This design comes from an exercise in tuning for small area on the open sky130 flow, not from production work.
RTL that was checked went through simulation tests only; none was proved equivalent to the original.
Only the layout flow was run in runs 5 and 6; the RTL was not checked for function there.
In every run shown here, the design's own scripts or RTL, not TritonCTS, make the clock network.
The flow treats the clock pin as an ideal source. Dropping or thinning the clock tree relies on that and would not hold on a real chip.
Power is estimated from default activity; no workload was simulated.

===== design/flow/flow/run.sh =====
#!/bin/bash
# Own layout flow: the standard layout (standard.sh) with these changes.
#  - Synthesis is the standard flow's (synth_recipe.tcl, unchanged) except that ABC maps the
#    logic with an area-oriented script (flow/abc_area.script) instead of
#    ORFS's, which buffers and upsizes for speed; registers are untouched.
#    Adders are left to ABC too (no ORFS adder cells), which maps them smaller.
#  - The port buffers that global placement adds are sky130_fd_sc_hd__buf_1.
#  - The clock tree is flow/manual_cts.tcl's: one root buffer and ten
#    leaf buffers, each for a tenth of the flip-flops (TritonCTS builds
#    seventeen buffers for this many flip-flops).
#  - Constant outputs keep synthesis's single tie cell for each value
#    instead of one tie cell per output.
# Each tool's full output stays in orfs/logs/; make's output goes to flow.log.
set -euo pipefail
W=$(pwd)
cat > "$W/area_synth.tcl" <<TCL
proc abc {args} {
  set i [lsearch -exact \$args -script]
  if {\$i >= 0} { lset args [expr {\$i + 1}] $W/flow/abc_area.script }
  yosys abc {*}\$args
}
source $W/synth_recipe.tcl
TCL
bash "$W/standard.sh" "SYNTH_SCRIPT=$W/area_synth.tcl" "ADDER_MAP_FILE=" "SKIP_REPAIR_TIE_FANOUT=1" \
  "BUFFER_PORTS_ARGS=-buffer_cell sky130_fd_sc_hd__buf_1" \
  "PRE_CTS_TCL=$W/flow/manual_cts.tcl" finish > "$W/flow.log" 2>&1

===== design/flow/flow/abc_area.script =====
strash
&get -n
&fraig -x
&put
scorr
dc2
dretime
strash
&get -n
&dch -f
&nf -R 1000
&put

===== design/flow/flow/manual_cts.tcl =====
# Sourced before ORFS's CTS step (PRE_CTS_TCL): replaces clock_tree_synthesis.
# A small clock tree in place of TritonCTS: one root buffer at the clock
# port's side of the sinks drives NLEAF (10) leaf buffers, each at the centre
# of a group of flip-flops: the sinks cut into MCTS_COLS (5) columns by x,
# each cut into rows by y, then moved to the nearest group centre for
# MCTS_KMEANS (3) rounds.
proc clock_tree_synthesis {args} {
  set nleaf [expr {[info exists ::env(MCTS_LEAVES)] ? $::env(MCTS_LEAVES) : 10}]
  set leafm [expr {[info exists ::env(MCTS_LEAF)] ? $::env(MCTS_LEAF) : "sky130_fd_sc_hd__clkbuf_8"}]
  set rootm [expr {[info exists ::env(MCTS_ROOT)] ? $::env(MCTS_ROOT) : "sky130_fd_sc_hd__clkbuf_8"}]
  set db [ord::get_db]
  set block [ord::get_db_block]
  set clk [$block findNet clk]
  set sinks {}
  foreach it [$clk getITerms] {
    set inst [$it getInst]
    set bb [$inst getBBox]
    lappend sinks [list $it [expr {([$bb xMin] + [$bb xMax]) / 2}] [expr {([$bb yMin] + [$bb yMax]) / 2}]]
  }
  # groups: NCOL columns of equal size by x, each cut into NROW by y
  set ncol [expr {[info exists ::env(MCTS_COLS)] ? $::env(MCTS_COLS) : 5}]
  set nrow [expr {$nleaf / $ncol}]
  set groups {}
  set byx [lsort -real -index 1 $sinks]
  set n [llength $byx]
  for {set c 0} {$c < $ncol} {incr c} {
    set col [lrange $byx [expr {$c * $n / $ncol}] [expr {($c + 1) * $n / $ncol - 1}]]
    set byy [lsort -real -index 2 $col]
    set m [llength $byy]
    for {set r 0} {$r < $nrow} {incr r} {
      lappend groups [lrange $byy [expr {$r * $m / $nrow}] [expr {($r + 1) * $m / $nrow - 1}]]
    }
  }
  # refine the groups by a few rounds of k-means on the sink positions
  set iters [expr {[info exists ::env(MCTS_KMEANS)] ? $::env(MCTS_KMEANS) : 3}]
  for {set it 0} {$it < $iters} {incr it} {
    set cents {}
    foreach g $groups {
      set sx 0; set sy 0
      foreach s $g { set sx [expr {$sx + [lindex $s 1]}]; set sy [expr {$sy + [lindex $s 2]}] }
      lappend cents [list [expr {$sx / [llength $g]}] [expr {$sy / [llength $g]}]]
    }
    set ng {}
    foreach c $cents { lappend ng {} }
    foreach s $sinks {
      set best 0; set bd 1e30; set k 0
      foreach c $cents {
        set d [expr {abs([lindex $s 1] - [lindex $c 0]) + abs([lindex $s 2] - [lindex $c 1])}]
        if {$d < $bd} { set bd $d; set best $k }
        incr k
      }
      lset ng $best [concat [lindex $ng $best] [list $s]]
    }
    set groups {}
    foreach g $ng { if {[llength $g] > 0} { lappend groups $g } }
  }
  set rootnet [odb::dbNet_create $block clknet_root]
  $rootnet setSigType CLOCK
  set root [odb::dbInst_create $block [$db findMaster $rootm] clkbuf_root]
  set cx 0; set cy 0; set n 0
  set i 0
  foreach g $groups {
    set sx 0; set sy 0
    foreach s $g { set sx [expr {$sx + [lindex $s 1]}]; set sy [expr {$sy + [lindex $s 2]}] }
    set gx [expr {$sx / [llength $g]}]; set gy [expr {$sy / [llength $g]}]
    set net [odb::dbNet_create $block clknet_leaf_$i]
    $net setSigType CLOCK
    set leaf [odb::dbInst_create $block [$db findMaster $leafm] clkbuf_leaf_$i]
    $leaf setLocation [expr {int($gx)}] [expr {int($gy)}]
    $leaf setPlacementStatus PLACED
    [$leaf findITerm A] connect $rootnet
    [$leaf findITerm X] connect $net
    foreach s $g {
      set it [lindex $s 0]
      $it disconnect
      $it connect $net
    }
    set cx [expr {$cx + $gx}]; set cy [expr {$cy + $gy}]; incr n
    incr i
  }
  $root setLocation [expr {int($cx / $n)}] [expr {int($cy / $n)}]
  $root setPlacementStatus PLACED
  [$root findITerm A] connect $clk
  [$root findITerm X] connect $rootnet
  $clk setSigType CLOCK
  set_propagated_clock [all_clocks]
  puts "manual clock tree: root $rootm, [llength $groups] leaves of $leafm"
}

===== design/flow/standard.sh =====
#!/bin/bash
# synth_recipe.tcl (not shown) runs the flow's synth.tcl, then flattens the netlist and writes it again
# the make line also repeats each setting of config.mk as NAME=value (left out here)
make -C /OpenROAD-flow-scripts/flow DESIGN_CONFIG=/design/flow/config.mk WORK_HOME=/design/flow/orfs CLKGATE_MAP_FILE= SYNTH_SCRIPT=/design/flow/synth_recipe.tcl "${@:-finish}"

===== design/flow/config.mk =====
export PLATFORM = sky130hd
export DESIGN_NAME = checkers_top
export DESIGN_NICKNAME = checkers_top
export VERILOG_FILES = /design/flow/design.v
export SDC_FILE = /design/flow/constraint.sdc
export NUM_CORES = 4
export LEC_CHECK = 0
export CAP_MARGIN = 20
export CORE_MARGIN = 2
export CORE_UTILIZATION = 40
export CTS_BUF_LIST = sky130_fd_sc_hd__clkbuf_4 sky130_fd_sc_hd__clkbuf_8
export CTS_CLUSTER_DIAMETER = 100
export CTS_CLUSTER_SIZE = 40
export PLACE_DENSITY = 0.6
export SLEW_MARGIN = 20

===== design/flow/constraint.sdc =====
create_clock -name core_clock -period 10.0 [get_ports {clk}]
set_input_delay 2.0000 -clock core_clock [delete_from_list [all_inputs] [get_ports {clk}]]
set_output_delay 2.0000 -clock core_clock [all_outputs]
set_load 0.01 [all_outputs]

===== design/flow/design.v =====
module checkers_top (
    input             clk,
    input             rst_n,
    input             draw_n,
    input             submit_n,
    input      [3:0]  sw,
    output     [6:0]  hex0,
    output     [6:0]  hex1,
    output     [6:0]  hex2,
    output     [6:0]  hex3,
    output     [9:0]  ledr,
    output     [14:0] fb_addr,
    output     [23:0] fb_data,
    output            fb_we
);
reg turn;         
assign hex0 = {1'b1, turn, turn, turn, 2'b00, turn};
assign hex1 = 7'b1000000;
assign hex2 = 7'b1000000;
assign hex3 = 7'b1111111;
reg F;
reg [4:0] cl;
reg [12:0] ch;
reg [2:0] y2h;
wire pressed = !submit_n;
wire [3:0] x1 = ch[3:0];
wire [3:0] y1 = ch[7:4];
wire [3:0] x2 = ch[11:8];
wire [3:0] y2 = {y2h, ch[12]};
reg s_e, s_m, s_k, t_e;
wire [2:0] sr = y1[2:0] + {2'b00, x1[3]};
wire [4:0] sb = {sr, x1[2:1]};
wire sdark = x1[0] ^ sr[0];
wire [2:0] tr = y2[2:0] + {2'b00, x2[3]};
wire [4:0] tb = {tr, x2[2:1]};
wire tdark = x2[0] ^ tr[0];
wire ok1 = sdark & ~s_e & tdark & t_e;
wire mine = s_m;
wire [4:0] dx = {1'b0, x1} - {1'b0, x2};
wire [4:0] dy = {1'b0, y1} - {1'b0, y2};
wire d1 = ((dx == 5'd1) | (dx == 5'd31)) & ((dy == 5'd1) | (dy == 5'd31));
wire d2 = ((dx == 5'd2) | (dx == 5'd30)) & ((dy == 5'd2) | (dy == 5'd30));
wire [3:0] xm = dx[4] ? x1 + 4'd1 : x1 - 4'd1;
wire [3:0] ym = dy[4] ? y1 + 4'd1 : y1 - 4'd1;
wire [2:0] mr = ym[2:0] + {2'b00, xm[3]};
wire [4:0] mb = {mr, xm[2:1]};
wire mdark = xm[0] ^ mr[0];
wire mclr = d2 & mdark;
wire king = (tr == 3'd0) | ((tr == 3'd7) & (x2[2:0] != 3'd0));
wire valid = ok1 & mine & (d1 | d2);
wire P = turn;     
wire K = s_k | king;
wire c_sel = (cl >= 5'd2) & (cl <= 5'd10);
wire c_end = F & (&{ch[12], ch[9], ch[6], ch[4], cl[3], cl[1], cl[0]});   
wire upd = !F & (cl == 5'd23);
wire win = !F & cl[4] & cl[3];                                    
wire pw = win & valid;
wire up = F | (win & (|cl[2:0]));
wire [4:0] off = !ok1 ? 5'd20 : !mine ? 5'd19 : d1 ? 5'd16 : d2 ? 5'd15 : 5'd18;
always @(posedge clk or negedge rst_n) begin
    if (!rst_n) begin
        F <= 1'b0;
        cl <= 5'd0;
        turn <= 1'b1;
    end else begin
        if (F) begin
            if (c_end) begin
                F <= 1'b0;
                cl <= 5'd0;
            end else
                cl <= cl + 5'd1;
        end else if (cl == 5'd14)
            cl <= off;
        else if (!c_sel || (cl[0] == pressed))
            cl <= cl + 5'd1;
        if (!F && cl == 5'd31)
            F <= 1'b1;
        if (upd && valid)
            turn <= ~turn;
    end
end
always @(posedge clk) begin
    if (F) begin
        if (&cl) ch <= ch + 13'd1;
    end else begin
        if (cl == 5'd31) ch <= 13'd1;
        if (cl == 5'd3) ch[3:0] <= sw;
        if (cl == 5'd5) ch[7:4] <= sw;
        if (cl == 5'd7) ch[11:8] <= sw;
        if (cl == 5'd9) {y2h, ch[12]} <= sw;
    end
end
function [5:0] pdec;
    input [4:0] c;
    pdec = {c[4] & c[3], c[4] ? c[1] : c[3], c[4] ? c[0] : c[2],
            c[4] & c[2], c[1], c[0]};
endfunction
function [4:0] penc;
    input [5:0] s;
    penc = {s[5] | s[2], (s[5] | s[2]) ? s[5] : s[4], (s[5] | s[2]) ? s[2] : s[3],
            s[2] ? s[4] : s[1], s[2] ? s[3] : s[0]};
endfunction
reg [79:0] ring;
reg [2:0] ph;
reg ini;
always @(posedge clk or negedge rst_n) begin
    if (!rst_n) begin
        ph <= 3'd0;
        ini <= 1'b1;
    end else begin
        ph <= ph + 3'd1;
        if (ph == 3'd7) ini <= 1'b0;
    end
end
wire [5:0] q0 = pdec(ring[4:0]);
wire [5:0] q1 = pdec(ring[9:5]);
wire [3:0] oe = {q1[5], q1[2], q0[5], q0[2]};
wire [3:0] op = {q1[4], q1[1], q0[4], q0[1]};
wire [3:0] ok = {q1[3], q1[0], q0[3], q0[0]};
wire [3:0] tdec = (pw && tr == ph) ? (4'b0001 << x2[2:1]) : 4'b0000;
wire [3:0] sdec = (pw && sr == ph) ? (4'b0001 << x1[2:1]) : 4'b0000;
wire [3:0] mdec = (pw && mclr && mr == ph) ? (4'b0001 << xm[2:1]) : 4'b0000;
wire [3:0] ie = (oe & ~tdec) | sdec | mdec;
wire [3:0] ip = (op & ~tdec) | (tdec & {4{P}});
wire [3:0] ik = (ok & ~tdec) | (tdec & {4{K}});
wire [9:0] irow = ini ? ((ph == 3'd3 || ph == 3'd4) ? 10'b11100_11100 :
                         (ph >= 3'd5) ? 10'b01010_01010 : 10'b00000_00000) :
                  {penc({ie[3], ip[3], ik[3], ie[2], ip[2], ik[2]}),
                   penc({ie[1], ip[1], ik[1], ie[0], ip[0], ik[0]})};
always @(posedge clk)
    ring <= {irow, ring[79:10]};
wire dsc;
wire [4:0] rb;
wire [4:0] ra = dsc ? rb : (cl >= 5'd12) ? tb : sb;
wire [2:0] rpos = ra[4:2] - ph;
wire [9:0] rw = ring[rpos * 10 +: 10];
wire [5:0] rq = pdec(ra[1] ? rw[9:5] : rw[4:0]);
wire f_t = pw & (ra == tb);
wire f_s = pw & ((ra == sb) | (mclr & (ra == mb)));
wire r_e = f_t ? 1'b0 : f_s ? 1'b1 : (ra[0] ? rq[5] : rq[2]);
wire r_p = f_t ? P : (ra[0] ? rq[4] : rq[1]);
wire r_k = f_t ? K : (ra[0] ? rq[3] : rq[0]);
always @(posedge clk) begin
    if (!F && !dsc && (cl == 5'd10 || cl == 5'd11)) begin
        s_e <= r_e;
        s_m <= r_p ^ turn;
        s_k <= r_k;
    end
    if (!F && !dsc && (cl == 5'd12 || cl == 5'd13))
        t_e <= r_e;
end
localparam [3:0] D_SA = 4'd0, D_CI = 4'd1, D_CC = 4'd2, D_SC = 4'd3,
                 D_EW = 4'd4, D_W1 = 4'd5, D_W2 = 4'd6, D_W3 = 4'd7,
                 D_DW = 4'd8, D_IU = 4'd9, D_ST = 4'd10, D_S0 = 4'd11;
localparam [2:0] K_P1 = 3'd0, K_K1 = 3'd1, K_P2 = 3'd2, K_K2 = 3'd3,
                 K_E = 3'd4, K_W = 3'd7;
reg [3:0] ds;
reg [14:0] addr;
reg [3:0] s15;    
reg [2:0] yc;     
reg [2:0] colr;
reg [2:0] dat;
wire [2:0] xc = (addr < 15'd1801) ? 3'd0 : (addr < 15'd3601) ? 3'd1 :
                (addr < 15'd5401) ? 3'd2 : (addr < 15'd7201) ? 3'd3 :
                (addr < 15'd9001) ? 3'd4 : (addr < 15'd10801) ? 3'd5 :
                (addr < 15'd12601) ? 3'd6 : 3'd7;
wire en = ~draw_n | up;
wire wrap = &{addr[13], addr[12], addr[11], addr[6], addr[0]};   
assign rb = {yc, xc[2:1]};
assign dsc = (ds == D_SC);
wire light = ~(xc[0] ^ yc[0]);
wire [2:0] cls = light ? K_W : r_e ? K_E : {1'b0, r_p, r_k};
always @(posedge clk or negedge rst_n) begin
    if (!rst_n) begin
        ds <= D_ST;
        addr <= 15'd0;
    end else begin
        case (ds)
            D_ST: ds <= D_S0;
            D_S0: ds <= D_CI;
            D_SA: ds <= D_CI;
            D_CI: ds <= D_CC;
            D_CC: ds <= D_SC;
            D_SC: ds <= en ? D_EW : D_IU;
            D_EW: ds <= D_W1;
            D_W1: ds <= D_W2;
            D_W2: ds <= D_W3;
            D_W3: ds <= D_DW;
            D_DW: ds <= D_IU;
            D_IU: ds <= D_SA;
            default: ds <= D_ST;
        endcase
        if (ds == D_SA)
            addr <= wrap ? 15'd0 : addr + 15'd1;
    end
end
always @(posedge clk) begin
    if (ds == D_ST || (ds == D_SA && wrap)) begin
        s15 <= 4'd0;
        yc <= 3'd0;
    end else if (ds == D_SA) begin
        s15 <= (s15 == 4'd14) ? 4'd0 : s15 + 4'd1;
        if (s15 == 4'd14) yc <= yc + 3'd1;
    end
    if (ds == D_ST) colr <= K_E;
    if (ds == D_SC) colr <= cls;
end
always @(posedge clk) begin
    if (ds == D_CC) dat <= colr;
end
reg [23:0] rgb;
always @(*) begin
    case (dat)
        K_P1: rgb = 24'h98f5f9;
        K_K1: rgb = 24'h3f97fc;
        K_P2: rgb = 24'hfe5c5e;
        K_K2: rgb = 24'hd80305;
        K_E:  rgb = 24'h000000;
        default: rgb = 24'hffffff;
    endcase
end
assign fb_addr = addr;
assign ledr = addr[9:0];
assign fb_data = rgb;
assign fb_we = (ds == D_W1) | (ds == D_W2) | (ds == D_W3) | (ds == D_DW);
endmodule

==> key figures, run 1 <==
Outcome
  • Status: finished clean

Clock network
  • PostCTS Resize Cnt: 0
  • Reg clk slew, reported paths: between 0.1 and 0.15 ns
  • Clk latency of the worst-skew pair: 0.45 ns
  • CTS Hold Buffers Added: 0
  • # Post-CTS Setup Buffers: 0

STA
  • Slew Viols, Final: 0
  • Total negative slack: 0 ns
  • Worst Clk Skew: 0.0493 ns
  • Final hold violation count: 0
  • Worst-Margin Slew: 0.891 ns
  • RSZ-0062 raised after global routing: false
  • Slew Limit Headroom: 0.400
  • F_max: 189 MHz
  • Final Setup Violations: 0
  • Crit share post-route: 0.529
  • Minimum clock period after layout: 5.29 ns

Routing
  • Drt first pass iters: 5
  • Via count: 5,734
  • DRT Wirelength: approximately 17 mm
  • Avg WL per Cell: 15.8 µm
  • DR vias/cell: roughly 5.5
  • Initial DRC Count: approximately 440
  • Antenna-violating nets left: 0
  • DRC: 0

Floorplanning
  • Core Box Area: 0.0179 mm²
  • Starting density of the core: 0.406
  • DIE WIDTH: between 100 and 150 µm
  • # rows: 49
  • Die Y: 139 µm
  • Die area: 0.0192 mm²
  • Top Ports: 86

Place
  • GPL Wtd Cong: 0.907
  • Input/output buffers: 61
  • Post-DP Area: 0.00751 mm²
  • DP HPWL: roughly 12 mm

Cells and area
  • Fillers: about 1,800
  • Share of cells above drive strength 1: 0.0486
  • Nets: 833
  • FF/Latch Area: 0.00328 mm²
  • Multi-input gate area: 0.00355 mm²
  • Post-route cell area: 0.00766 mm²
  • Commonest non-fill, non-tap cell in the layout: nand2_1
  • Area grow syn2layout: 5.46%
  • Commonest cells after routing, fill and taps aside: nand2_1, dfxtp_1, nor2_1
  • # diodes: 0

Critical path
  • Crit path top cell by count: a21oi_1
  • CP startpoint kind: flip-flop
  • Cells on worst reg2reg path: 18
  • CP cell instances: nand2_1 > xnor2_1 > mux2_1 > nand2_1 > o21ai_0 > xor2_1 > a21oi_1 > xnor2_2 > buf_4 > mux4_2 > o21ai_0 > o22ai_1 > nor2_1 > a21oi_1 > a211oi_1 > a21oi_1 > a21oi_1 > nor2_1
  • Buf/Inv on CP: 1
  • Top delay family on crit path: compound AO/OA/AOI/OAI gates
  • WS Path Type: reg -> reg
  • Worst-path maximum fanout: 28
  • Crit. End Element: flip-flop
  • Arr. time, crit path: approximately 5.4 ns
  • CP max-delay cell: edfxtp_1
  • CP Depth: 18
  • CP Launch Point: ch[11]$_DFFE_PP_
  • Critical Path Max Stage Delay: ~0.57 ns
  • Req. time, crit path: 10.16 ns
  • Reg2reg start: ch[11]$_DFFE_PP_

Yosys
  • Yosys reg bits: 143
  • Primary FF master, synth: dfxtp_1
  • Synthesized area per cell: just over 9 µm²
  • Async S/R FF share, synth: 0.210
  • Synthesized Nets: 798
  • Synth area leader: dfxtp_1
  • Library cells used by synthesis: between 50 and 60
  • Syn. warnings: 1
  • Mapped Area: just over 0.007 mm²
  • Ranking of synthesized cells by area: dfxtp_1, edfxtp_1, dfrtp_1
  • Synth top area share: 0.240
  • Mapped Cells: between 700 and 800
  • Number of enable flip-flop cells after synthesis: 26
  • Sequential share of the synthesized area: 0.451

Global route
  • GRT Total Usage: 0.169
  • Gr ovfl total: 0
  • Initial antenna violation count: 0
  • Largest net degree at the start of global routing: 31
  • First-pass GRT wire length: approximately 28 mm
  • Vias in the first global route: roughly 5,400

Min path
  • Min-delay src: ring[17]$_DFF_P_
  • Hold Path Class: reg -> reg
  • Hold Path Depth: 0

Run
  • Max_cap viols: 0

Pwr
  • Leakage: 2.72 nW
  • Net Sw Power: 0.000838 W
  • Switching share of power: 0.430
  • PwrDens: ~250 mW/mm²
  • Cell internal pwr: 0.00111 W
  • Clock power share: 0.137
  • Seq pwr share: 0.391
  • Comb power frac: 0.472
  • Max VDD drop: 0.000138 V
## path summary, 6_finish.rpt
kind	endpoint	slack (ns)
worst max-delay path	colr[0]$_SDFFCE_PN0P_	4.71
worst min-delay path	ring[7]$_DFF_P_	0.33
worst max register to register	colr[0]$_SDFFCE_PN0P_	4.71
worst min register to register	ring[7]$_DFF_P_	0.33
max in group asynchronous	cl[4]$_DFFE_PN0P_	7.81
min in group asynchronous	addr[0]$_DFFE_PN0P_	1.62
## power groups by stage
stage	clock, W	sequential, W	combinational [W]
final	0.000267	0.000763	0.000922
after global routing	0.000302	0.000776	0.00102
after CTS	0.000279	0.000761	0.000928
after detailed placement	0	0.000773	0.000921
after global placement	0	0.000774	0.000926
after floorplan	0	0.000748	0.000682
## kinds of logic after synthesis
kind of cell	after synthesis	synth area share
AO/OA/AOI/OAI	190	0.155
XOR/XNOR	66	0.0796
adder cells (fa/ha/maj)	3	0.00414
buffers and inverters	73	0.0625
flip-flops	143	0.451
multiplexers	28	0.0601
other	2	0.00103
AND/OR/NAND/NOR	285	0.186
## cells in the mapped netlist (3+ instances only)
master    count
nand2_1      91
dfxtp_1      87
nor2_1       69
o21ai_0      66
a21oi_1      60
buf_4        48
xnor2_1      47
nor3_1       32
dfrtp_1      26
edfxtp_1     26
clkinv_1     25
xor2_1       19
nand3_1      18
mux4_2       12
and3_1       11
mux2i_1      11
nor2b_1      11
nand2b_1      9
o22ai_1       9
or3_1         8
a31oi_1       7
a32oi_1       6
nand4_1       6
nor4_1        6
or2_0         6
a211oi_1      5
a21o_1        5
mux2_1        5
nor3b_1       5
o31ai_1       5
a21boi_0      4
a32o_1        4
and2_0        4
dfstp_2       4
a311oi_1      3
maj3_1        3
nand4b_1      3
## layout make-up
| type | instances | share of cell area |
|---|---|---|
| plain buffers | 11 | 0.0198 |
| multi-input cells | 574 | 0.464 |
| repair buffers | 70 | 0.0389 |
| inverters | 25 | 0.0123 |
| well taps | 229 | 0.0374 |
| flip-flops and latches | 143 | 0.428 |
## per-stage QoR
step                       util  hold WS [ns]  instances  setup WS (ns)  total power, W
after floorplan               -         0.326        790           4.51         0.00143
after global placement    0.419         0.332       1041           4.75         0.00170
after detailed placement  0.419         0.334       1041           4.74         0.00169
after CTS                 0.428         0.336       1052           4.74         0.00197
after global routing      0.428         0.346       1052           4.33         0.00210
final                     0.428         0.334       1052           4.71         0.00195
## layer usage
layer | track usage | wire (µm) | up-vias
met3 | 0.0180 | 846 | 28
li1 | - | - | 2850
met4 | 0.0372 | 343 | 0
met2 | 0.273 | 7510 | 133
met5 | 0 | 0 | -
met1 | 0.247 | 7960 | 2723
## registers in the layout, summed over array words and instances, names as in the netlist
name,flops
ring,80
addr,15
ch,13
cl,5
ds,4
s15,4
colr,3
dat,3
ph,3
y2h,3
yc,3
F,1
ini,1
s_e,1
s_k,1
s_m,1
t_e,1
turn,1
## worst register-to-register path: stages (launching register included)
cell      delay, ns
edfxtp_1       0.57
nand2_1        0.17
xnor2_1        0.50
mux2_1         0.22
nand2_1        0.05
o21ai_0        0.34
xor2_1         0.26
a21oi_1        0.40
xnor2_2        0.15
buf_4          0.37
mux4_2         0.56
o21ai_0        0.16
o22ai_1        0.16
nor2_1         0.28
a21oi_1        0.12
a211oi_1       0.33
a21oi_1        0.12
a21oi_1        0.20
nor2_1         0.05
==> run 2, diff against run 1 <==
==> design/flow/flow/abc_area.script (replaced) <==
strash
dc2
dch -f
amap
strash
dc2
dch -f
amap
strash
dc2
dch -f
amap
==> key figures, run 2 <==
STA
  • Final hold violation count: 0 (unchanged)
  • Minimum clock period after layout: 6.33 ns (+1.04 ns)
  • RSZ-0062 raised after global routing: false
  • F_max: 158 MHz (-16%)
  • Crit share post-route: 0.633 (+0.104)
  • Worst Clk Skew: 0.0253 ns (-0.0240 ns)
  • Slew Viols, Final: 0 (unchanged)
  • Final Setup Violations: 0 (unchanged)
  • Total negative slack: 0 ns (unchanged)
  • Worst-Margin Slew: 0.961 ns (+0.0704 ns)
  • Slew Limit Headroom: 0.355 (-0.0450)
  • Fin worst setup slack: 3.67 ns (-1.04 ns)
  • Fin Hold WS: 0.344 ns (+0.00947 ns)

Clock network
  • CTS Hold Buffers Added: 0 (unchanged)
  • # Post-CTS Setup Buffers: 0 (unchanged)
  • Reg clk slew, reported paths: 0.10 ns (about the same)
  • Clk latency of the worst-skew pair: 0.44 ns (about the same)
  • PostCTS Resize Cnt: 0 (unchanged)

Yosys
  • Syn. warnings: 1 (unchanged)
  • Library cells used by synthesis: 48 (-11%)
  • Mapped Area: 0.00702 mm² (-3.3%)
  • Synth top cells by count: nor2_1, clkinv_1, dfxtp_1, o22ai_1, o21ai_0
  • Number of enable flip-flop cells after synthesis: 26 (unchanged)
  • Yosys reg bits: 143 (unchanged)
  • Mapped Cells: 842 (+6.6%)
  • Synth area leader: dfxtp_1
  • Top-count cell post-synth: nor2_1
  • Synthesized Nets: 850 (+6.5%)
  • Sequential share of the synthesized area: 0.467 (+0.0154)
  • Synth top area share: 0.248 (+0.00816)
  • Primary FF master, synth: dfxtp_1
  • Synthesized area per cell: 8.34 µm² (-9.3%)
  • Async S/R FF share, synth: 0.210 (unchanged)
  • Ranking of synthesized cells by area: dfxtp_1, edfxtp_1, dfrtp_1

Cells and area
  • Nets: 879 (+5.5%)
  • Commonest non-fill, non-tap cell in the layout: nor2_1
  • Share of cells above drive strength 1: 0.0230 (-0.0256)
  • Max reg flops: 80 (unchanged)
  • Area grow syn2layout: 4.69%
  • Fin util: 0.427 (-0.00126)
  • Non-Filler Instances: 1,094 (+4.0%)
  • # diodes: 0 (unchanged)
  • Commonest cells after routing, fill and taps aside: nor2_1, clkinv_1, dfxtp_1
  • Register with the highest flop count: ring
  • Top Registers: ring (80), addr (15), ch (13)

Floorplanning
  • Top Ports: 86 (unchanged)
  • Die area: 0.0186 mm² (-3.2%)
  • Starting density of the core: 0.407 (+0.00180)
  • Core Box Area: 0.0172 mm² (-3.7%)
  • # rows: 48 (-2.0%)
  • DIE WIDTH: 137 µm (-1.6%)
  • Die Y: 137 µm (-1.6%)

Pwr
  • Cell internal pwr: 0.00114 W (+2.2%)
  • Max VDD drop: 0.000144 V (+4.7%)
  • Net Sw Power: 0.000994 W (+19%)
  • Leakage: 2.56 nW (-5.9%)
  • PwrDens: 290 mW/mm² (+14%)
  • Seq pwr share: 0.348 (-0.043)
  • Comb power frac: 0.525 (+0.053)
  • Clock power share: 0.128 (-0.009)
  • Switching share of power: 0.466 (+0.0367)

Critical path
  • CP startpoint kind: flip-flop
  • CP cell instances: clkinv_1 > nor2_1 > clkinv_1 > nor2_1 > clkinv_1 > o21ai_0 > a22oi_1 > o22ai_1 > clkinv_1 > a22oi_1 > nand2_1 > o21ai_0 > nor2_1 > a21oi_2 > buf_4 > clkinv_1 > a221oi_1 > nor3_1 > o32ai_1 > nand2_1 > a31oi_1 > nor2_1 > or3_1
  • Arr. time, crit path: 6.51 ns (+1.07 ns)
  • Crit. End Element: flip-flop
  • Crit path top cell by count: clkinv_1
  • WS Path Type: reg -> reg
  • Worst-path maximum fanout: 31 (+11%)
  • CP max-delay cell: clkinv_1
  • Req. time, crit path: 10.18 ns (+0.02 ns)
  • Critical Path Max Stage Delay: 0.75 ns (+0.18 ns)

Global route
  • First-pass GRT wire length: 28.2 mm (+1.5%)
  • GRT Total Usage: 0.185 (+0.0157)
  • Vias in the first global route: 5,487 (+1.2%)
  • Initial antenna violation count: 0 (unchanged)
  • Gr ovfl total: 0 (unchanged)
  • Largest net degree at the start of global routing: 32 (+3.2%)

Place
  • Post-place setup slack: 3.89 ns (-0.849 ns)
  • Placed cells: 1,083 (+4.0%)
  • GPL Wtd Cong: 0.988 (+8.9%)
  • DP HPWL: 13.0 mm (+7.1%)
  • Input/output buffers: 61 (unchanged)

Routing
  • DRT Wirelength: 17.5 mm (+4.9%)
  • Initial DRC Count: 325 (-25%)
  • DR vias/cell: 5.54 (+1.7%)
  • Via count: 6,066 (+5.8%)
  • Avg WL per Cell: 16.0 µm (+0.90%)
  • Drt first pass iters: 6 (+1)
  • DRC: 0 (unchanged)
  • Antenna-violating nets left: 0 (unchanged)

Run
  • Max_cap viols: 0 (unchanged)

Min path
  • Hold Path Class: reg -> reg

Outcome
  • Status: finished clean
## run 2: cell types whose count changed after synthesis, sizes merged, moves of 18 or more
cell and delta:
clkinv +78, nor2 +72, o22ai +56, xnor2 -47
nand2 -38, xor2 -19, a21oi -18
## run 2: metal layers
metal,share of wire,wire length (µm),vias up,track usage
li1,-,-,3096,-
met1,0.48,8340,2800,0.269
met2,0.45,7900,142,0.297
met3,0.044,777,28,0.0167
met4,0.026,459,0,0.0440
met5,0,0,-,0
## run 2: cell type report
class	count	area [µm²]
fill	1761	9880
multi-input combinational	548	3000
buffer	11	151
sequential	143	3280
inverter	103	387
tap	225	282
timing repair buffer	64	253
## run 2: worst paths after layout
path / from / end / slack (ns) / depth (start not counted)
min in group asynchronous: rst_n / addr[2]$_DFFE_PN0P_ / 1.65 / 1
worst max register to register: ch[4]$_DFFE_PP_ / colr[2]$_SDFFCE_PN1P_ / 3.67 / 23
max in group asynchronous: rst_n / cl[1]$_DFFE_PN0P_ / 7.83 / 1
worst min register to register: ring[47]$_DFF_P_ / ring[37]$_DFF_P_ / 0.34 / 0
worst max-delay path: ch[4]$_DFFE_PP_ / colr[2]$_SDFFCE_PN1P_ / 3.67 / 23
worst min-delay path: ring[47]$_DFF_P_ / ring[37]$_DFF_P_ / 0.34 / 0
## run 2: logic make-up (layout without fill, tap and decap cells)
kind of cell           Yosys count  in the layout  share of synthesized area
and+or+nand+nor                274            274                      0.168
other                            2              2                    0.00107
buffers and inverters          151            178                      0.106
AOI/OAI and AO/OA              272            272                      0.258
DFF                            143            143                      0.467
## run 2: through the flow
| stage | total power, W | cell area [µm²] |
|---|---|---|
| final | 0.00213 | 7350 |
| after global routing | 0.00230 | 7350 |
| after CTS | 0.00213 | 7350 |
| after detailed placement | 0.00186 | 7200 |
| after global placement | 0.00186 | 7200 |
| after floorplan | 0.00157 | 7020 |
## run 2: worst max-delay path, delay by kind of cell (launching register included)
family / cells / cell delay [ns]
DFF: 1 / 0.52
buffers and inverters: 6 / 1.75
and+or+nand+nor: 8 / 1.21
AOI/OAI and AO/OA: 9 / 2.61
## run 2: power by group through the flow
stage | registers [W] | clock network [W] | logic (W)
after detailed placement | 0.000754 | 0 | 0.00110
after floorplan | 0.000738 | 0 | 0.000832
after CTS | 0.000741 | 0.000282 | 0.00111
after global placement | 0.000753 | 0 | 0.00111
after global routing | 0.000753 | 0.000306 | 0.00125
final | 0.000741 | 0.000272 | 0.00112
==> run 3, diff against run 2 <==
--- a/design/flow/config.mk
+++ b/design/flow/config.mk
@@ -10,5 +10,2 @@
 export CORE_UTILIZATION = 40
-export CTS_BUF_LIST = sky130_fd_sc_hd__clkbuf_4 sky130_fd_sc_hd__clkbuf_8
-export CTS_CLUSTER_DIAMETER = 100
-export CTS_CLUSTER_SIZE = 40
 export PLACE_DENSITY = 0.6
==> key figures, run 3 <==
Outcome
  • Status: finished clean

Yosys
  • Post-Synth XOR/XNOR Area: 0 (unchanged)
  • Synth top area share: 0.248 (unchanged)
  • Post-synthesis mux area share: 0 (unchanged)
  • Main combinational cell family by area after synthesis: compound AO/OA/AOI/OAI gates
  • Ranking of synthesized cells by area: dfxtp_1, edfxtp_1, dfrtp_1
  • Sequential share of the synthesized area: 0.467 (unchanged)
  • Syn. warnings: 1 (unchanged)
  • Library cells used by synthesis: 48 (unchanged)
  • Synthesized Nets: 850 (unchanged)
  • Synth area leader: dfxtp_1
  • Simple-Gate Fraction of Synth Area: 0.168 (unchanged)
  • Primary FF master, synth: dfxtp_1
  • Synth Area in Compound Gates: 0.258 (unchanged)
  • Mapped Area: 0.00702 mm² (unchanged)
  • Yosys reg bits: 143 (unchanged)
  • Async S/R FF share, synth: 0.210 (unchanged)
  • Adder-cell share of the synthesized area: 0 (unchanged)
  • Top-count cell post-synth: nor2_1
  • Number of enable flip-flop cells after synthesis: 26 (unchanged)
  • Synthesized area per cell: 8.34 µm² (unchanged)
  • Mapped Cells: 842 (unchanged)
  • Synth top cells by count: nor2_1, clkinv_1, dfxtp_1, o22ai_1, o21ai_0

Critical path
  • Buf/Inv on CP: 6 (unchanged)
  • CP startpoint kind: flip-flop
  • Critical Path Max Stage Delay: 0.75 ns (about the same)
  • Worst-path maximum fanout: 31 (unchanged)
  • Crit. End Element: flip-flop
  • R2R setup slack: 3.67 ns (about the same)
  • Arr. time, crit path: 6.51 ns (about the same)
  • WS Path Type: reg -> reg
  • Req. time, crit path: 10.18 ns (about the same)
  • Crit path top cell by count: clkinv_1
  • CP max-delay cell: clkinv_1
  • CP cell instances: clkinv_1 > nor2_1 > clkinv_1 > nor2_1 > clkinv_1 > o21ai_0 > a22oi_1 > o22ai_1 > clkinv_1 > a22oi_1 > nand2_1 > o21ai_0 > nor2_1 > a21oi_2 > buf_4 > clkinv_1 > a221oi_1 > nor3_1 > o32ai_1 > nand2_1 > a31oi_1 > nor2_1 > or3_1
  • Top delay family on crit path: compound AO/OA/AOI/OAI gates

STA
  • Fin Hold WS: 0.344 ns (unchanged)
  • Crit share post-route: 0.633 (unchanged)
  • Worst-Margin Slew: 0.961 ns (unchanged)
  • RSZ-0062 raised after global routing: false
  • Final hold violation count: 0 (unchanged)
  • Slew Viols, Final: 0 (unchanged)
  • Minimum clock period after layout: 6.33 ns (unchanged)
  • Total negative slack: 0 ns (unchanged)
  • F_max: 158 MHz (unchanged)
  • Slew Limit Headroom: 0.355 (unchanged)
  • Worst Clk Skew: 0.0253 ns (unchanged)
  • Final Setup Violations: 0 (unchanged)

Place
  • Input/output buffers: 61 (unchanged)
  • Post-DP Area: 0.00720 mm² (unchanged)
  • Placed cells: 1,083 (unchanged)
  • DP HPWL: 13.0 mm (unchanged)
  • GPL Wtd Cong: 0.988 (unchanged)

Run
  • Max_cap viols: 0 (unchanged)

Cells and area
  • Nets: 879 (unchanged)
  • Commonest non-fill, non-tap cell in the layout: nor2_1
  • Register with the highest flop count: ring
  • Fin util: 0.427 (unchanged)
  • Share of cells above drive strength 1: 0.0230 (unchanged)
  • Top Registers: ring (80), addr (15), ch (13)
  • Non-Filler Instances: 1,094 (unchanged)
  • Max reg flops: 80 (unchanged)
  • # diodes: 0 (unchanged)
  • Area grow syn2layout: 4.69% (unchanged)
  • Commonest cells after routing, fill and taps aside: nor2_1, clkinv_1, dfxtp_1
  • Post-route cell area: 0.00735 mm² (unchanged)

Floorplanning
  • Core Box Area: 0.0172 mm² (unchanged)
  • # rows: 48 (unchanged)
  • Die area: 0.0186 mm² (unchanged)
  • Top Ports: 86 (unchanged)
  • Die Y: 137 µm (unchanged)
  • Starting density of the core: 0.407 (unchanged)
  • DIE WIDTH: 137 µm (unchanged)

Global route
  • GRT Total Usage: 0.185 (unchanged)
  • Gr ovfl total: 0 (unchanged)
  • First-pass GRT wire length: 28.2 mm (unchanged)
  • Initial antenna violation count: 0 (unchanged)
  • Largest net degree at the start of global routing: 32 (unchanged)
  • Vias in the first global route: 5,487 (unchanged)

Routing
  • Via count: 6,066 (unchanged)
  • Avg WL per Cell: 16.0 µm (unchanged)
  • Initial DRC Count: 325 (unchanged)
  • DRT Wirelength: 17.5 mm (unchanged)
  • DR vias/cell: 5.54 (unchanged)
  • Antenna-violating nets left: 0 (unchanged)
  • DRC: 0 (unchanged)
  • Drt first pass iters: 6 (unchanged)

Pwr
  • PwrDens: 290 mW/mm² (unchanged)
  • Leakage: 2.56 nW (unchanged)
  • Max VDD drop: 0.000144 V (unchanged)

Clock network
  • CTS Hold Buffers Added: 0 (unchanged)
  • Reg clk slew, reported paths: 0.10 ns (about the same)
  • Clk latency of the worst-skew pair: 0.44 ns (about the same)
  • PostCTS Resize Cnt: 0 (unchanged)
  • # Post-CTS Setup Buffers: 0 (unchanged)

Min path
  • Hold Path Class: reg -> reg
run 3: cell counts in the layout (fill, tap and decap cells not counted):
Identical to the previous run, type by type.
run 3: area by class of cell:
cell class / instances / area [µm²]
Inverter: 103 / 387
Timing Repair Buffer: 64 / 253
Fill cell: 1761 / 9880
Sequential cell: 143 / 3280
Tap cell: 225 / 282
Multi-Input combinational cell: 548 / 3000
Buffer: 11 / 151
run 3: cell families (layout without fill, tap and decap cells):
family,after synthesis,in the layout
compound gates,272,272
buf+inv,151,178
flops,143,143
other cells,2,2
simple gates,274,274
run 3: through the flow:
stage / setup WS [ns] / total power (W)
floorplan: 3.97 / 0.00157
global placement: 3.83 / 0.00186
detailed placement: 3.89 / 0.00186
CTS: 3.85 / 0.00213
global route: 2.99 / 0.00230
finish: 3.67 / 0.00213
run 3: worst paths after layout:
path                                   from                     to  cells after the start
min                        ring[47]$_DFF_P_       ring[37]$_DFF_P_                      0
max in group asynchronous             rst_n      cl[1]$_DFFE_PN0P_                      1
min in group asynchronous             rst_n    addr[2]$_DFFE_PN0P_                      1
max                         ch[4]$_DFFE_PP_  colr[2]$_SDFFCE_PN1P_                     23
min reg2reg                ring[47]$_DFF_P_       ring[37]$_DFF_P_                      0
max reg2reg                 ch[4]$_DFFE_PP_  colr[2]$_SDFFCE_PN1P_                     23
run 3: where the power goes:
group	internal, W	switching, W
logic	0.000366	0.000752
registers	0.000673	0.0000686
clock network	0.0000986	0.000173
total	0.00114	0.000994
run 3: per-layer routing:
layer / vias up / GRT usage / part of all wire
met4: 0 / 0.0440 / 0.026
met1: 2800 / 0.269 / 0.48
met5: - / 0 / 0
li1: 3096 / - / -
met2: 142 / 0.297 / 0.45
met3: 28 / 0.0167 / 0.044
==> run 4, diff against run 3 <==
--- a/design/flow/config.mk
+++ b/design/flow/config.mk
@@ -7,3 +7,3 @@
 export LEC_CHECK = 0
-export CAP_MARGIN = 20
+export CAP_MARGIN = 0
 export CORE_MARGIN = 2
@@ -11,2 +11,2 @@
 export PLACE_DENSITY = 0.6
-export SLEW_MARGIN = 20
+export SLEW_MARGIN = 0
==> key figures, run 4 <==
Outcome
  • Status: finished clean

Yosys
  • Library cells used by synthesis: 48 (unchanged)
  • Async S/R FF share, synth: 0.210 (unchanged)
  • Synthesized Nets: 850 (unchanged)
  • Synthesized area per cell: 8.34 µm² (unchanged)
  • Post-synthesis mux area share: 0 (unchanged)
  • Number of enable flip-flop cells after synthesis: 26 (unchanged)
  • Yosys reg bits: 143 (unchanged)
  • Synth top cells by count: nor2_1, clkinv_1, dfxtp_1, o22ai_1, o21ai_0
  • Sequential share of the synthesized area: 0.467 (unchanged)
  • Main combinational cell family by area after synthesis: compound AO/OA/AOI/OAI gates
  • Synth top area share: 0.248 (unchanged)
  • Adder-cell share of the synthesized area: 0 (unchanged)
  • Syn. warnings: 1 (unchanged)
  • Primary FF master, synth: dfxtp_1
  • Post-Synth XOR/XNOR Area: 0 (unchanged)
  • Ranking of synthesized cells by area: dfxtp_1, edfxtp_1, dfrtp_1
  • Top-count cell post-synth: nor2_1
  • Mapped Area: 0.00702 mm² (unchanged)
  • Synth area leader: dfxtp_1
  • Synth Area in Compound Gates: 0.258 (unchanged)
  • Simple-Gate Fraction of Synth Area: 0.168 (unchanged)
  • Mapped Cells: 842 (unchanged)

Cells and area
  • Max reg flops: 80 (unchanged)
  • Post-route cell area: 0.00735 mm² (unchanged)
  • Register with the highest flop count: ring
  • Area grow syn2layout: 4.69% (unchanged)
  • Nets: 879 (unchanged)
  • Fillers: 1,761 (unchanged)
  • FF/Latch Area: 0.00328 mm² (unchanged)
  • Commonest cells after routing, fill and taps aside: nor2_1, clkinv_1, dfxtp_1
  • Multi-input gate area: 0.00300 mm² (unchanged)
  • Fin util: 0.427 (unchanged)
  • # diodes: 0 (unchanged)
  • Top Registers: ring (80), addr (15), ch (13)
  • Commonest non-fill, non-tap cell in the layout: nor2_1
  • Share of cells above drive strength 1: 0.0230 (unchanged)

Clock network
  • Clk latency of the worst-skew pair: 0.44 ns (about the same)
  • Reg clk slew, reported paths: 0.10 ns (about the same)
  • CTS Hold Buffers Added: 0 (unchanged)
  • PostCTS Resize Cnt: 0 (unchanged)
  • # Post-CTS Setup Buffers: 0 (unchanged)

Pwr
  • PwrDens: 290 mW/mm² (unchanged)
  • Leakage: 2.56 nW (unchanged)
  • Max VDD drop: 0.000144 V (unchanged)

Critical path
  • CP cell instances: clkinv_1 > nor2_1 > clkinv_1 > nor2_1 > clkinv_1 > o21ai_0 > a22oi_1 > o22ai_1 > clkinv_1 > a22oi_1 > nand2_1 > o21ai_0 > nor2_1 > a21oi_2 > buf_4 > clkinv_1 > a221oi_1 > nor3_1 > o32ai_1 > nand2_1 > a31oi_1 > nor2_1 > or3_1
  • Crit path top cell by count: clkinv_1
  • Reg2reg start: ch[4]$_DFFE_PP_
  • Req. time, crit path: 10.18 ns (about the same)
  • Cells on worst reg2reg path: 23 (unchanged)
  • Top delay family on crit path: compound AO/OA/AOI/OAI gates
  • Critical Path Max Stage Delay: 0.75 ns (about the same)
  • Crit. End Element: flip-flop
  • Arr. time, crit path: 6.51 ns (about the same)
  • CP max-delay cell: clkinv_1
  • Buf/Inv on CP: 6 (unchanged)
  • Worst-path maximum fanout: 31 (unchanged)
  • WS Path Type: reg -> reg
  • R2R setup slack: 3.67 ns (about the same)
  • CP startpoint kind: flip-flop
  • R2R Path End: colr[2]$_SDFFCE_PN1P_

Floorplanning
  • Core Box Area: 0.0172 mm² (unchanged)
  • Starting density of the core: 0.407 (unchanged)
  • Top Ports: 86 (unchanged)
  • DIE WIDTH: 137 µm (unchanged)
  • Die area: 0.0186 mm² (unchanged)
  • Die Y: 137 µm (unchanged)
  • # rows: 48 (unchanged)

Global route
  • Initial antenna violation count: 0 (unchanged)
  • First-pass GRT wire length: 28.2 mm (unchanged)
  • Gr ovfl total: 0 (unchanged)
  • Vias in the first global route: 5,487 (unchanged)
  • Largest net degree at the start of global routing: 32 (unchanged)
  • GRT Total Usage: 0.185 (unchanged)

Routing
  • Via count: 6,066 (unchanged)
  • DRT Wirelength: 17.5 mm (unchanged)
  • Drt first pass iters: 6 (unchanged)
  • Avg WL per Cell: 16.0 µm (unchanged)
  • DRC: 0 (unchanged)
  • Antenna-violating nets left: 0 (unchanged)
  • Initial DRC Count: 325 (unchanged)
  • DR vias/cell: 5.54 (unchanged)

Min path
  • Endpoint with the worst hold slack: ring[37]$_DFF_P_
  • Min-delay src: ring[47]$_DFF_P_
  • Hold Path Depth: 0 (unchanged)
  • Hold Path Class: reg -> reg

Place
  • Input/output buffers: 61 (unchanged)
  • Post-DP Area: 0.00720 mm² (unchanged)
  • GPL Wtd Cong: 0.988 (unchanged)
  • DP HPWL: 13.0 mm (unchanged)

STA
  • Minimum clock period after layout: 6.33 ns (unchanged)
  • Fin Hold WS: 0.344 ns (unchanged)
  • RSZ-0062 raised after global routing: false
  • Final Setup Violations: 0 (unchanged)
  • Crit share post-route: 0.633 (unchanged)
  • Slew Limit Headroom: 0.355 (unchanged)
  • Worst Clk Skew: 0.0253 ns (unchanged)
  • F_max: 158 MHz (unchanged)
  • Total negative slack: 0 ns (unchanged)
  • Worst-Margin Slew: 0.961 ns (unchanged)
  • Slew Viols, Final: 0 (unchanged)
  • Final hold violation count: 0 (unchanged)

Run
  • Max_cap viols: 0 (unchanged)
run 4: worst max-delay path by stage:
| stage | end | cells past startpoint | start | slack (ns) |
|---|---|---|---|---|
| 6_report | colr[2]$_SDFFCE_PN1P_ | 23 | ch[4]$_DFFE_PP_ | 3.67 |
| 5_1_grt | colr[2]$_SDFFCE_PN1P_ | 23 | ch[4]$_DFFE_PP_ | 2.99 |
| 4_1_cts | colr[2]$_SDFFCE_PN1P_ | 23 | ch[4]$_DFFE_PP_ | 3.85 |
| 3_5_place_dp | colr[2]$_SDFFCE_PN1P_ | 20 | ch[11]$_DFFE_PP_ | 3.89 |
| 3_3_place_gp | colr[2]$_SDFFCE_PN1P_ | 20 | ch[12]$_DFFE_PP_ | 3.83 |
| 2_1_floorplan | colr[2]$_SDFFCE_PN1P_ | 22 | ch[4]$_DFFE_PP_ | 3.97 |
run 4: cell families (layout without fill, tap and decap cells):
family          Yosys count  count (layout)
simple gates            274             274
buf+inv                 151             178
other cells               2               2
compound gates          272             272
flops                   143             143
run 4: final cells by class:
class,instances,area share
plain buffers,11,0.0206
inverters,103,0.0526
multi-input cells,548,0.408
flip-flops and latches,143,0.446
well taps,225,0.0383
repair buffers,64,0.0344
run 4: per-stage QoR:
step                      std cells  power [W]  setup WS, ns
after floorplan                 842    0.00157          3.97
after global placement         1083    0.00186          3.83
after detailed placement       1083    0.00186          3.89
after CTS                      1094    0.00213          3.85
after global routing           1094    0.00230          2.99
final                          1094    0.00213          3.67
run 4: power breakdown:
part           internal, W  switching (W)  leakage (nW)
Sequential        0.000673      0.0000686          1.31
Combinational     0.000366       0.000752          1.17
Clock            0.0000986       0.000173        0.0791
run 4: metal layers:
metal,share of wire,global-route usage,vias to the layer above
met5,0,0,-
met4,0.026,0.0440,0
met3,0.044,0.0167,28
met2,0.45,0.297,142
met1,0.48,0.269,2800
li1,-,-,3096
==> run 5, diff against run 4 <==
--- a/design/flow/design.v
+++ b/design/flow/design.v
@@ -53,3 +53,3 @@
 wire c_sel = (cl >= 5'd2) & (cl <= 5'd10);
-wire c_end = F & (&{ch[12], ch[9], ch[6], ch[4], cl[3], cl[1], cl[0]});   
+wire c_end = F & (ch == 13'd1970) & cl[3] & cl[1] & cl[0];       
 wire upd = !F & (cl == 5'd23);
@@ -83,3 +83,3 @@
     if (F) begin
-        if (&cl) ch <= ch + 13'd1;
+        if (&cl) ch <= {ch[11:0], ch[12] ^ ch[3] ^ ch[2] ^ ch[0]};
     end else begin
@@ -198,7 +198,7 @@
     if (ds == D_ST || (ds == D_SA && wrap)) begin
-        s15 <= 4'd0;
+        s15 <= 4'd1;
         yc <= 3'd0;
     end else if (ds == D_SA) begin
-        s15 <= (s15 == 4'd14) ? 4'd0 : s15 + 4'd1;
-        if (s15 == 4'd14) yc <= yc + 3'd1;
+        s15 <= (s15 == 4'd8) ? 4'd1 : {s15[2:0], s15[3] ^ s15[2]};
+        if (s15 == 4'd8) yc <= yc + 3'd1;
     end
==> design/flow/flow/abc_area.script (replaced) <==
strash
dc2
dch -f
amap
strash
dc2
dch -f
amap
strash
dc2
dch -f
amap
strash
dc2
dch -f
amap
strash
dc2
dch -f
amap
strash
dc2
dch -f
amap
--- a/design/flow/config.mk
+++ b/design/flow/config.mk
@@ -7,3 +7,3 @@
 export LEC_CHECK = 0
-export CAP_MARGIN = 0
+export CAP_MARGIN = 20
 export CORE_MARGIN = 2
@@ -11,2 +11,2 @@
 export PLACE_DENSITY = 0.6
-export SLEW_MARGIN = 0
+export SLEW_MARGIN = 20
==> key figures, run 5 <==
Outcome
  • Status: finished clean

Pwr
  • Switching share of power: 0.464 (-0.00213)
  • Clock power share: 0.127 (about the same)
  • PwrDens: 293 mW/mm² (+0.96%)
  • Seq pwr share: 0.345 (-0.003)
  • Net Sw Power: 0.000996 W (+0.24%)
  • Max VDD drop: 0.000161 V (+12%)
  • Cell internal pwr: 0.00115 W (+1.1%)
  • Comb power frac: 0.528 (+0.003)
  • Leakage: 2.47 nW (-3.7%)

Cells and area
  • Register with the highest flop count: ring
  • Nets: 864 (-1.7%)
  • Commonest cells after routing, fill and taps aside: nor2_1, clkinv_1, dfxtp_1
  • # diodes: 0 (unchanged)
  • Non-Filler Instances: 1,079 (-1.4%)
  • Fillers: 1,741 (-1.1%)
  • Area grow syn2layout: 4.98%
  • Max reg flops: 80 (unchanged)
  • Share of cells above drive strength 1: 0.0269 (+0.00392)
  • Commonest non-fill, non-tap cell in the layout: nor2_1
  • Top Registers: ring (80), addr (15), ch (13)

Critical path
  • Critical Path Max Stage Delay: 0.75 ns (about the same)
  • Reg2reg start: ds[3]$_DFF_PN1_
  • CP max-delay cell: o32ai_1
  • CP cell instances: clkinv_1 > nand3_1 > clkinv_1 > o22ai_1 > clkinv_1 > o22ai_1 > clkinv_1 > nand2_1 > o21ai_0 > a21oi_2 > buf_4 > clkinv_1 > o221a_1 > o32ai_1 > o211ai_1 > o21a_1 > nor2_1 > clkinv_1 > a21oi_1 > nor2_1
  • Crit. End Element: flip-flop
  • CP Launch Point: ds[3]$_DFF_PN1_
  • Worst-path maximum fanout: 25 (-19%)
  • Crit path top cell by count: clkinv_1
  • WS Path Type: reg -> reg
  • Arr. time, crit path: 6.51 ns (about the same)
  • Req. time, crit path: 10.12 ns (-0.06 ns)
  • CP startpoint kind: flip-flop

Floorplanning
  • DIE WIDTH: 136 µm (-0.26%)
  • Core Box Area: 0.0172 mm² (-0.35%)
  • Die area: 0.0185 mm² (-0.52%)
  • Die Y: 136 µm (-0.26%)
  • Starting density of the core: 0.407 (-0.000761)
  • Top Ports: 86 (unchanged)
  • # rows: 48 (unchanged)

STA
  • Final hold violation count: 0 (unchanged)
  • Worst Clk Skew: 0.0499 ns (+0.0246 ns)
  • Minimum clock period after layout: 6.38 ns (+0.0523 ns)
  • Slew Viols, Final: 0 (unchanged)
  • Total negative slack: 0 ns (unchanged)
  • Slew Limit Headroom: 0.412 (+0.0577)
  • F_max: 157 MHz (-0.82%)
  • Worst-Margin Slew: 0.872 ns (-0.0892 ns)
  • Crit share post-route: 0.638 (+0.00523)
  • RSZ-0062 raised after global routing: false
  • Final Setup Violations: 0 (unchanged)

Yosys
  • Library cells used by synthesis: 47 (-2.1%)
  • Number of enable flip-flop cells after synthesis: 26 (unchanged)
  • Syn. warnings: 1 (unchanged)
  • Ranking of synthesized cells by area: dfxtp_1, edfxtp_1, dfrtp_1
  • Synth top area share: 0.249 (+0.00133)
  • Synthesized Nets: 834 (-1.9%)
  • Async S/R FF share, synth: 0.210 (unchanged)
  • Primary FF master, synth: dfxtp_1
  • Yosys reg bits: 143 (unchanged)
  • Mapped Area: 0.00699 mm² (-0.53%)
  • Synthesized area per cell: 8.46 µm² (+1.4%)
  • Synth area leader: dfxtp_1
  • Sequential share of the synthesized area: 0.469 (+0.00251)
  • Top-count cell post-synth: nor2_1
  • Mapped Cells: 826 (-1.9%)
  • Synth top cells by count: nor2_1, clkinv_1, dfxtp_1, o22ai_1, o21ai_0

Clock network
  • PostCTS Resize Cnt: 0 (unchanged)
  • # Post-CTS Setup Buffers: 0 (unchanged)
  • Clk latency of the worst-skew pair: 0.44 ns (about the same)
  • Reg clk slew, reported paths: 0.11 ns (about the same)
  • CTS Hold Buffers Added: 0 (unchanged)

Routing
  • Antenna-violating nets left: 0 (unchanged)
  • Drt first pass iters: 5 (-1)
  • DRT Wirelength: 17.8 mm (+1.8%)
  • Via count: 6,200 (+2.2%)
  • Initial DRC Count: 653 (+100%)
  • Avg WL per Cell: 16.5 µm (+3.2%)
  • DR vias/cell: 5.75 (+3.6%)
  • DRC: 0 (unchanged)

Global route
  • Largest net degree at the start of global routing: 31 (-3.1%)
  • GRT Total Usage: 0.188 (+0.00305)
  • Initial antenna violation count: 0 (unchanged)
  • Vias in the first global route: 5,562 (+1.4%)
  • First-pass GRT wire length: 28.6 mm (+1.5%)
  • Gr ovfl total: 0 (unchanged)

Place
  • DP HPWL: 13.0 mm (+0.17%)
  • Input/output buffers: 61 (unchanged)
  • GPL Wtd Cong: 0.940 (-4.8%)
  • Placed cells: 1,068 (-1.4%)

Min path
  • Hold Path Class: reg -> reg
  • Min-delay src: ring[38]$_DFF_P_

Run
  • Max_cap viols: 0 (unchanged)
-- run 5: changes by cell type after synthesis, moves of 5 or more --
| cell | delta |
|---|---|
| or3_1 | +5 |
| clkinv_1 | -8 |
| o32ai_1 | -7 |
| nor2_1 | -19 |
| a221oi_1 | -6 |
| a22o_1 | +6 |
| nand3_1 | +7 |
-- run 5: logic make-up (layout without fill, tap and decap cells) --
group | count (synthesis) | count (layout) | synth area share
flip-flops | 143 | 143 | 0.469
other | 2 | 2 | 0.00108
AO/OA/AOI/OAI | 276 | 276 | 0.262
AND/OR/NAND/NOR | 262 | 262 | 0.165
buffers and inverters | 143 | 171 | 0.103
-- run 5: power groups by stage --
stage / sequential (W) / clock, W / combinational [W]
global route: 0.000753 / 0.000302 / 0.00125
detailed placement: 0.000753 / 0 / 0.00112
global placement: 0.000754 / 0 / 0.00113
finish: 0.000741 / 0.000273 / 0.00113
floorplan: 0.000740 / 0 / 0.000825
CTS: 0.000740 / 0.000282 / 0.00112
-- run 5: layer usage --
| layer | global-route usage | wire length, µm | vias to the layer above |
|---|---|---|---|
| met5 | 0 | 0 | - |
| met4 | 0.0324 | 342 | 0 |
| met3 | 0.0209 | 1150 | 24 |
| met2 | 0.299 | 7780 | 252 |
| met1 | 0.278 | 8510 | 2864 |
| li1 | - | - | 3060 |
-- run 5: worst max-delay path: cells and delay by family (launching register included) --
family | cells | cell delay, ns
buffers and inverters | 7 | 1.82
and+or+nand+nor | 4 | 0.82
AOI/OAI and AO/OA | 9 | 2.83
DFF | 1 | 0.59
-- run 5: final timing paths --
path                                         end  slack [ns]  cells past startpoint
setup / recovery           colr[1]$_SDFFCE_PN0P_        3.62                     20
hold / removal                  ring[28]$_DFF_P_        0.33                      0
setup reg to reg           colr[1]$_SDFFCE_PN0P_        3.62                     20
hold reg to reg                 ring[28]$_DFF_P_        0.33                      0
max in group asynchronous        ph[1]$_DFF_PN0_        7.79                      1
min in group asynchronous    addr[4]$_DFFE_PN0P_        1.64                      1
-- run 5: cell type report --
| cell class | count | area, µm² | area share |
|---|---|---|---|
| buffer | 11 | 151 | 0.0206 |
| sequential | 143 | 3280 | 0.447 |
| tap | 225 | 282 | 0.0384 |
| multi-input combinational | 540 | 3010 | 0.410 |
| timing repair buffer | 65 | 260 | 0.0355 |
| inverter | 95 | 357 | 0.0486 |
-- run 5: metrics by stage --
step            util  cell area, µm²  hold WS (ns)  total power [W]  setup slack (ns)
4_1_cts        0.427            7330         0.327          0.00215              3.61
2_1_floorplan      -            6990         0.331          0.00156              4.18
5_1_grt        0.427            7330         0.329          0.00230              3.04
3_3_place_gp   0.418            7180         0.334          0.00188              3.73
6_report       0.427            7330         0.327          0.00215              3.62
3_5_place_dp   0.418            7180         0.337          0.00187              3.71
==> run 6, diff against run 5 <==
==> design/flow/flow/abc_area.script (replaced) <==
strash
dc2
dch -f
amap
strash
dc2
dch -f
amap
strash
dc2
dch -f
amap
==> key figures, run 6 <==
STA
  • Worst Clk Skew: 0.0370 ns (-0.0128 ns)
  • Crit share post-route: 0.614 (-0.0247)
  • Fin Hold WS: 0.351 ns (+0.0236 ns)
  • F_max: 163 MHz (+4.0%)
  • Final hold violation count: 0 (unchanged)
  • Slew Limit Headroom: 0.344 (-0.0685)
  • Minimum clock period after layout: 6.14 ns (-0.247 ns)
  • Worst-Margin Slew: 0.977 ns (+0.105 ns)
  • Slew Viols, Final: 0 (unchanged)
  • Total negative slack: 0 ns (unchanged)
  • Final Setup Violations: 0 (unchanged)
  • RSZ-0062 raised after global routing: false

Cells and area
  • Register with the highest flop count: ring
  • Share of cells above drive strength 1: 0.0270 (+0.0000949)
  • FF/Latch Area: 0.00328 mm² (unchanged)
  • Max reg flops: 80 (unchanged)
  • Multi-input gate area: 0.00293 mm² (-2.6%)
  • Commonest non-fill, non-tap cell in the layout: nor2_1
  • Nets: 861 (-0.35%)
  • Commonest cells after routing, fill and taps aside: nor2_1, clkinv_1, dfxtp_1
  • # diodes: 0 (unchanged)
  • Top Registers: ring (80), addr (15), ch (13)
  • Fillers: 1,750 (+0.52%)
  • Area grow syn2layout: 5.01% (about the same)

Yosys
  • Number of enable flip-flop cells after synthesis: 26 (unchanged)
  • Mapped Area: 0.00694 mm² (-0.64%)
  • Synthesized area per cell: 8.44 µm² (-0.16%)
  • Sequential share of the synthesized area: 0.472 (+0.00305)
  • Synth top area share: 0.251 (+0.00162)
  • Syn. warnings: 1 (unchanged)
  • Yosys reg bits: 143 (unchanged)
  • Synthesized Nets: 830 (-0.48%)
  • Synth area leader: dfxtp_1
  • Synth top cells by count: nor2_1, clkinv_1, dfxtp_1, o22ai_1, o21ai_0
  • Top-count cell post-synth: nor2_1
  • Mapped Cells: 822 (-0.48%)
  • Async S/R FF share, synth: 0.210 (unchanged)
  • Primary FF master, synth: dfxtp_1
  • Ranking of synthesized cells by area: dfxtp_1, edfxtp_1, dfrtp_1
  • Library cells used by synthesis: 44 (-6.4%)

Outcome
  • Status: finished clean

Global route
  • Initial antenna violation count: 0 (unchanged)
  • GRT Total Usage: 0.189 (+0.00151)
  • Largest net degree at the start of global routing: 35 (+13%)
  • Vias in the first global route: 5,557 (-0.090%)
  • Gr ovfl total: 0 (unchanged)
  • First-pass GRT wire length: 28.8 mm (+0.58%)

Place
  • Input/output buffers: 61 (unchanged)
  • GPL Wtd Cong: 0.952 (+1.2%)
  • DP HPWL: 13.1 mm (+0.38%)

Clock network
  • # Post-CTS Setup Buffers: 0 (unchanged)
  • PostCTS Resize Cnt: 0 (unchanged)
  • CTS Hold Buffers Added: 0 (unchanged)
  • Clk latency of the worst-skew pair: 0.44 ns (about the same)
  • Reg clk slew, reported paths: 0.11 ns (about the same)

Critical path
  • R2R setup slack: 3.86 ns (+0.25 ns)
  • WS Path Type: reg -> reg
  • Crit. End Element: flip-flop
  • Req. time, crit path: 10.15 ns (+0.03 ns)
  • Worst-path maximum fanout: 24 (-4.0%)
  • R2R Path End: colr[0]$_SDFFCE_PN0P_
  • Arr. time, crit path: 6.28 ns (-0.23 ns)
  • CP startpoint kind: flip-flop
  • Cells on worst reg2reg path: 21 (+5.0%)
  • Reg2reg start: ch[3]$_DFFE_PP_

Routing
  • Antenna-violating nets left: 0 (unchanged)
  • Avg WL per Cell: 16.4 µm (-0.72%)
  • DRT Wirelength: 17.6 mm (-0.99%)
  • Via count: 6,099 (-1.6%)
  • Initial DRC Count: 509 (-22%)
  • DR vias/cell: 5.67 (-1.4%)
  • DRC: 0 (unchanged)
  • Drt first pass iters: 5 (unchanged)

Pwr
  • Clock power share: 0.125 (-0.002)
  • Leakage: 2.45 nW (-0.56%)
  • Comb power frac: 0.529 (about the same)
  • Net Sw Power: 0.00101 W (+1.4%)
  • Switching share of power: 0.468 (+0.00375)
  • Max VDD drop: 0.000151 V (-6.2%)
  • Seq pwr share: 0.346 (about the same)
  • Cell internal pwr: 0.00115 W (about the same)
  • PwrDens: 296 mW/mm² (+1.2%)

Floorplanning
  • Starting density of the core: 0.405 (-0.00120)
  • Top Ports: 86 (unchanged)
  • Die Y: 136 µm (-0.31%)
  • # rows: 48 (unchanged)
  • DIE WIDTH: 136 µm (-0.31%)
  • Core Box Area: 0.0171 mm² (-0.35%)
  • Die area: 0.0184 mm² (-0.62%)

Min path
  • Hold Path Depth: 0 (unchanged)
  • Min-delay src: ring[29]$_DFF_P_
  • Endpoint with the worst hold slack: ring[19]$_DFF_P_
  • Hold Path Class: reg -> reg

Run
  • Max_cap viols: 0 (unchanged)
-- run 6: cell count changes in the layout (fill, tap and decap cells not counted), moves of 4 or more --
| cell | delta |
|---|---|
| a21oi_1 | +9 |
| a221oi_1 | +9 |
| a22oi_1 | +8 |
| o22ai_1 | +8 |
| or3_1 | -8 |
| clkinv_1 | +7 |
| o221ai_1 | -7 |
| nand3_1 | -6 |
| a22o_1 | -5 |
| nor2_1 | -5 |
| o22a_1 | -5 |
| a31oi_1 | +4 |
| nand2_1 | -4 |
-- run 6: cell type report --
| type | instances | share of cell area |
|---|---|---|
| inverters | 102 | 0.0525 |
| repair buffers | 66 | 0.0367 |
| plain buffers | 11 | 0.0208 |
| flip-flops and latches | 143 | 0.450 |
| multi-input cells | 529 | 0.402 |
| well taps | 225 | 0.0386 |
-- run 6: logic make-up (layout without fill, tap and decap cells) --
family                 after synthesis  count (layout)  synth area share
DFF                                143             143             0.472
other                                2               2           0.00108
AOI/OAI and AO/OA                  290             290             0.272
and+or+nand+nor                    237             237             0.148
buffers and inverters              150             179             0.107
-- run 6: worst max-delay path by stage --
stage                     from                     to  slack (ns)
2_1_floorplan  ds[3]$_DFF_PN1_  colr[1]$_SDFFCE_PN0P_        3.36
3_3_place_gp   ch[3]$_DFFE_PP_  colr[0]$_SDFFCE_PN0P_        3.93
3_5_place_dp   ds[3]$_DFF_PN1_  colr[0]$_SDFFCE_PN0P_        3.95
4_1_cts        ds[3]$_DFF_PN1_  colr[0]$_SDFFCE_PN0P_        3.90
5_1_grt        ds[3]$_DFF_PN1_  colr[0]$_SDFFCE_PN0P_        3.38
6_report       ch[3]$_DFFE_PP_  colr[0]$_SDFFCE_PN0P_        3.86
-- run 6: metrics by stage --
stage          cell area (µm²)  std cells  utilization  total power, W  setup WS, ns
6_report                  7290       1076        0.426         0.00216          3.86
5_1_grt                   7290       1076        0.426         0.00233          3.38
3_5_place_dp              7140       1065        0.417         0.00189          3.95
2_1_floorplan             6940        822            -         0.00158          3.36
4_1_cts                   7290       1076        0.426         0.00216          3.90
3_3_place_gp              7140       1065        0.417         0.00190          3.93
-- run 6: power groups by stage --
stage / logic [W] / clock network, W / registers (W)
detailed placement: 0.00113 / 0 / 0.000759
CTS: 0.00114 / 0.000279 / 0.000747
global placement: 0.00114 / 0 / 0.000758
global route: 0.00128 / 0.000298 / 0.000758
finish: 0.00114 / 0.000270 / 0.000748
floorplan: 0.000839 / 0 / 0.000742
-- run 6: routing by layer --
metal / GRT usage / up-vias / wire [µm]
li1: - / 3050 / -
met1: 0.273 / 2830 / 8440
met2: 0.312 / 194 / 7810
met3: 0.0198 / 25 / 1040
met4: 0.0313 / 0 / 326
met5: 0 / - / 0
-- run 6: worst max-delay path, stage by stage, from the launching register on --
cell and delay (ns):
edfxtp_1 0.45, clkinv_1 0.21, nor2_1 0.09, o21ai_0 0.63
a22oi_1 0.21, o22ai_1 0.47, clkinv_1 0.27, o22ai_1 0.26
clkinv_1 0.12, nand2_1 0.09, o21ai_0 0.13, a21oi_2 0.16
buf_4 0.28, clkinv_1 0.59, o221a_1 0.45, o32ai_1 0.53
o211ai_1 0.19, o21a_1 0.16, nor2_1 0.20, clkinv_1 0.14
a21oi_1 0.16, nor2_1 0.06

-- afterwards: timing with drivers on the ports --
The results above use ideal ports. As a check the final layouts listed here were re-extracted and re-timed, cells and wires unchanged.
Step 1 (the two cells are an assumption about what drives the block):
set clk [get_ports {clk}]
set_driving_cell -lib_cell sky130_fd_sc_hd__clkbuf_16 $clk
set_driving_cell -lib_cell sky130_fd_sc_hd__buf_2 [delete_from_list [all_inputs] $clk]
Step 2 times the ports against the registers' clock, not the clock port: input delays grow and output delays shrink by t, the midpoint of the rising clock arrivals with the driver on.
a / b / c = no drivers / after step 1 / after step 2; a / b = the first two.
| run | t (ns) | slack for setup (ns) | worst hold slack (ns) |
|---|---|---|---|
| run 1 | 0.458 | 4.712 / 4.712 / 4.712 | 0.334 / 0.334 / 0.334 |
| run 2 | 0.463 | 3.668 / 3.668 / 3.668 | 0.344 / 0.344 / 0.344 |
| run 3 | 0.463 | 3.668 / 3.668 / 3.668 | 0.344 / 0.344 / 0.344 |
| run 4 | 0.463 | 3.668 / 3.668 / 3.668 | 0.344 / 0.344 / 0.344 |
| run 5 | 0.447 | 3.615 / 3.615 / 3.615 | 0.327 / 0.327 / 0.327 |
| run 6 | 0.453 | 3.862 / 3.862 / 3.862 | 0.351 / 0.351 / 0.351 |
After both steps every run listed still meets setup and hold.
